Source: an optimization exercise on an open RTL-to-GDS flow (aim: small area and a short achievable clock period). Production flows keep margins and buffers that such runs may drop. At most, simulation tests tie the RTL to the original design; equivalence was not proved. Power figures rest on the tool's default switching activity, not on a simulated workload.

Design mod, start of the top module:
module mod (
    input logic clk,
    input logic reset,
    input logic [15:0] samp,
    output logic pull,
    output logic pdata
);
Settings: LEC_CHECK=0, ABC_AREA=1, CAP_MARGIN=20, CORE_MARGIN=2, CORE_UTILIZATION=40, SETUP_SLACK_MARGIN=3.0, SLEW_MARGIN=20; clock period 5.2 ns.
standard.sh (not shown) runs the stock make flow with config.mk's settings and CLKGATE_MAP_FILE= SYNTH_SCRIPT=/design/flow/synth_recipe.tcl, a recipe that flattens the netlist after the stock synthesis.
==> flow/flow/run.sh <==
#!/bin/bash
# The standard layout (the standard.sh), but without Yosys's full-adder
# extraction (ADDER_MAP_FILE empty): ABC then maps the adders itself, into
# faster gates than the fixed sky130 fa/ha cells. Registers are unchanged.
# The port buffers are the smallest buffer cell (buffer_ports -buffer_cell).
set -euo pipefail
bash standard.sh ADDER_MAP_FILE= 'BUFFER_PORTS_ARGS=-buffer_cell sky130_fd_sc_hd__buf_1'  finish > standard_flow.log 2>&1
Then changed:
==> flow/flow/run.sh (replaced) <==
#!/bin/bash
# The standard layout (the standard.sh), but without Yosys's full-adder
# extraction (ADDER_MAP_FILE empty): ABC then maps the adders itself, into
# faster gates than the fixed sky130 fa/ha cells. Registers are unchanged.
set -euo pipefail
bash standard.sh ADDER_MAP_FILE=  finish > standard_flow.log 2>&1
Outcome: Wire length decreases by a few percent. Power is about the same. Critical path depth decreases by 12. Cell area increases slightly. Via count came out lower slightly. Maximum frequency increases by a few percent. Synthesized cell count does not change. Sequential cell count stays the same. Utilization goes up by 0.52 points. Combinational power falls slightly.
Function was not checked in any run of this note: the RTL went through the layout flow alone.


Another version of the RTL of mod (not shown whole).
Size: roughly 920 cells after synthesis.
==> flow/config.mk <==
export PLATFORM = sky130hd
export DESIGN_NAME = mod
export DESIGN_NICKNAME = mod
export VERILOG_FILES = /design/flow/design.v
export SDC_FILE = /design/flow/constraint.sdc
export NUM_CORES = 4
export LEC_CHECK = 0
export ABC_AREA = 1
export CAP_MARGIN = 20
export CORE_MARGIN = 2
export CORE_UTILIZATION = 40
export SETUP_SLACK_MARGIN = 2.8
export SLEW_MARGIN = 20
==> flow/constraint.sdc <==
create_clock -name core_clock -period 5.2 [get_ports {clk}]
set_input_delay 1.0400 -clock core_clock [delete_from_list [all_inputs] [get_ports {clk}]]
set_output_delay 1.0400 -clock core_clock [all_outputs]
set_load 0.01 [all_outputs]
==> flow/flow/run.sh <==
#!/bin/bash
# The standard layout (the standard.sh), but without Yosys's full-adder
# extraction (ADDER_MAP_FILE empty): ABC then maps the adders itself, into
# faster gates than the fixed sky130 fa/ha cells. Registers are unchanged.
set -euo pipefail
bash standard.sh ADDER_MAP_FILE=  finish > standard_flow.log 2>&1
The first run completed with no timing, DRC or antenna violations.
Change:
--- a/flow/config.mk
+++ b/flow/config.mk
@@ -11,3 +11,4 @@
 export CORE_UTILIZATION = 40
-export SETUP_SLACK_MARGIN = 2.8
+export CTS_CLUSTER_SIZE = 30
+export SETUP_SLACK_MARGIN = 2.9
 export SLEW_MARGIN = 20
Final area climbs by about 1.5%.
Clock power is about the same.
Cell count climbs by about 0.7%.
Global-route usage stays the same.
Worst hold slack barely changes.
Synthesized cell count is unchanged.
Clock skew stays flat.


== ember ==
mod again, from the RTL that the note above started with.
clock: 5.2 ns
lec_check: 0
abc_area: 1
cap_margin: 20
core_margin: 2
core_utilization: 40
gpl_timing_driven: 0
setup_slack_margin: 2.9
slew_margin: 20
==> flow/flow/run.sh <==
#!/bin/bash
# The standard layout (the standard.sh), but without Yosys's full-adder
# extraction (ADDER_MAP_FILE empty): ABC then maps the adders itself, into
# faster gates than the fixed sky130 fa/ha cells. Registers are unchanged.
# The port buffers are the smallest buffer cell (buffer_ports -buffer_cell).
set -euo pipefail
bash standard.sh ADDER_MAP_FILE= 'BUFFER_PORTS_ARGS=-buffer_cell sky130_fd_sc_hd__buf_1'  finish > standard_flow.log 2>&1
Modified inputs, nickel compared to ember
# ember
export LEC_CHECK = 0
export ABC_AREA = 1
export CAP_MARGIN = 20
export CORE_MARGIN = 2
export CORE_UTILIZATION = 40
export GPL_TIMING_DRIVEN = 0
export SETUP_SLACK_MARGIN = 2.9
export SLEW_MARGIN = 20
create_clock -name core_clock -period 5.2 [get_ports {clk}]
# nickel
export LEC_CHECK = 0
export ABC_AREA = 1
export CAP_MARGIN = 20
export CORE_MARGIN = 2
export CORE_UTILIZATION = 50
export SETUP_SLACK_MARGIN = 2.9
export SLEW_MARGIN = 20
create_clock -name core_clock -period 5.2 [get_ports {clk}]
==> flow/flow/run.sh <==
#!/bin/bash
# The standard layout (the standard.sh), but without Yosys's full-adder
# extraction (ADDER_MAP_FILE empty): ABC then maps the adders itself, into
# faster gates than the fixed sky130 fa/ha cells. Registers are unchanged.
set -euo pipefail
bash standard.sh ADDER_MAP_FILE=  finish > standard_flow.log 2>&1
### Flow results
- In nickel, via count of the first global-routing pass is higher than in ember.
- Required time of the worst setup path on nickel is down relative to ember.
- nickel: initial cell density of the core is 10 points higher than what ember reported.
- On buffers plus inverters on the worst setup path: between ember and nickel, it ends up higher for ember.
- Detailed route wirelength on metal2 ended up about 6% higher on nickel than on ember.
### nickel -> maple
# nickel
export LEC_CHECK = 0
export ABC_AREA = 1
export CAP_MARGIN = 20
export CORE_MARGIN = 2
export CORE_UTILIZATION = 50
export SETUP_SLACK_MARGIN = 2.9
export SLEW_MARGIN = 20
create_clock -name core_clock -period 5.2 [get_ports {clk}]
# maple
export LEC_CHECK = 0
export ABC_AREA = 1
export CAP_MARGIN = 20
export CORE_MARGIN = 2
export CORE_UTILIZATION = 40
export GPL_TIMING_DRIVEN = 0
export SETUP_SLACK_MARGIN = 3.0
export SLEW_MARGIN = 20
create_clock -name core_clock -period 5.2 [get_ports {clk}]
-- flow/flow/run.sh --
<<< nickel, line 5
>>> maple, line 5
# The port buffers are the smallest buffer cell (buffer_ports -buffer_cell).
<<< nickel, line 6
bash standard.sh ADDER_MAP_FILE=  finish > standard_flow.log 2>&1
>>> maple, line 7
bash standard.sh ADDER_MAP_FILE= 'BUFFER_PORTS_ARGS=-buffer_cell sky130_fd_sc_hd__buf_1'  finish > standard_flow.log 2>&1
[summary]
- maple: no failed stages, no open violations at the end
- Combinational power went up by a little under 10% going from nickel to maple.
- Total die area for maple is higher than for nickel.
- maple vs. nickel: pre-CTS setup slack went up by 0.22 ns.
- nickel → maple: wire length neither gained nor lost much, worst hold slack neither gained nor lost much.
- There was hardly any difference in sequential cell count between nickel and maple.
- Relative to nickel, number of buffers other than clock buffers in the final layout has increased by 14 in maple.
- Compared maple against nickel; clock skew within noise.
- maple vs. nickel: cell row count went up by 5.
- Looking at highest fanout seen on the critical path, maple sits above nickel.
- Looking only at final worst setup slack, and setting everything else aside, the lower value of maple and nickel goes to nickel.
Input-level comparison between lagoon and maple:
# maple
export LEC_CHECK = 0
export ABC_AREA = 1
export CAP_MARGIN = 20
export CORE_MARGIN = 2
export CORE_UTILIZATION = 40
export GPL_TIMING_DRIVEN = 0
export SETUP_SLACK_MARGIN = 3.0
export SLEW_MARGIN = 20
create_clock -name core_clock -period 5.2 [get_ports {clk}]
# lagoon
export LEC_CHECK = 0
export ABC_AREA = 1
export CAP_MARGIN = 20
export CORE_MARGIN = 2
export CORE_UTILIZATION = 40
export SETUP_SLACK_MARGIN = 3.2
export SLEW_MARGIN = 20
create_clock -name core_clock -period 5.2 [get_ports {clk}]
==> flow/flow/run.sh <==
#!/bin/bash
# The standard layout (the standard.sh), but without Yosys's full-adder
# extraction (ADDER_MAP_FILE empty): ABC then maps the adders itself, into
# faster gates than the fixed sky130 fa/ha cells. Registers are unchanged.
set -euo pipefail
bash standard.sh ADDER_MAP_FILE=  finish > standard_flow.log 2>&1
Findings:
| count of vias placed by the detailed router | lagoon vs maple | 73 higher |. lagoon against maple; final instance area is up by a few percent. Slack of the worst reg-to-reg path on lagoon is up relative to maple. Summary: final worst-path setup slack, lagoon better than maple. lagoon against maple: part of the power in the clock network shrank by 0.6 points; final critical-path share of the clock period shrank by 2.8 points; die area held steady; number of ordinary and repair buffers in the finished layout grew by 43%. Total power divided by cell area went up by a few percent going from maple to lagoon. In lagoon, the net switching share of the total power came out 1.1 points below the value in maple.

==> what the ideal ports hide <==
The results above use ideal ports. As a check the final layouts listed here were re-extracted and re-timed, cells and wires unchanged.
Step 1 sets driving cells, clkbuf_16 on the clock port and buf_2 on the other inputs (assumed; they add their load-dependent delay and slew).
Step 2 also shifts input and output timing later by t, the mid clock arrival at the registers, as if the neighbouring blocks saw the same clock.
Three values: ideal, step 1, step 2; two values: the first two.
run | t, ns | setup slack, ns | worst data-port slew with drivers (ns)
the first run of note 1 | 0.393 | 3.002 / 3.002 / 2.958 | 0.03
the second run of note 1 | 0.395 | 3.061 / 3.021 / 2.916 | 0.03
the first run of note 2 | 0.383 | 2.892 / 2.852 / 2.878 | 0.03
the second run of note 2 | 0.384 | 3.044 / 3.004 / 2.877 | 0.03
ember | 0.397 | 3.122 / 3.100 / 3.122 | 0.03
nickel | 0.396 | 3.037 / 2.995 / 2.983 | 0.04
maple | 0.396 | 3.045 / 3.045 / 3.045 | 0.03
lagoon | 0.388 | 3.191 / 3.149 / 2.997 | 0.03
After both steps every run listed still meets setup and hold. The setup slack of lagoon, which loses most, moves by -0.042 ns with the drivers and by -0.194 ns with both steps. The worst setup slack also covers recovery checks on asynchronous resets.
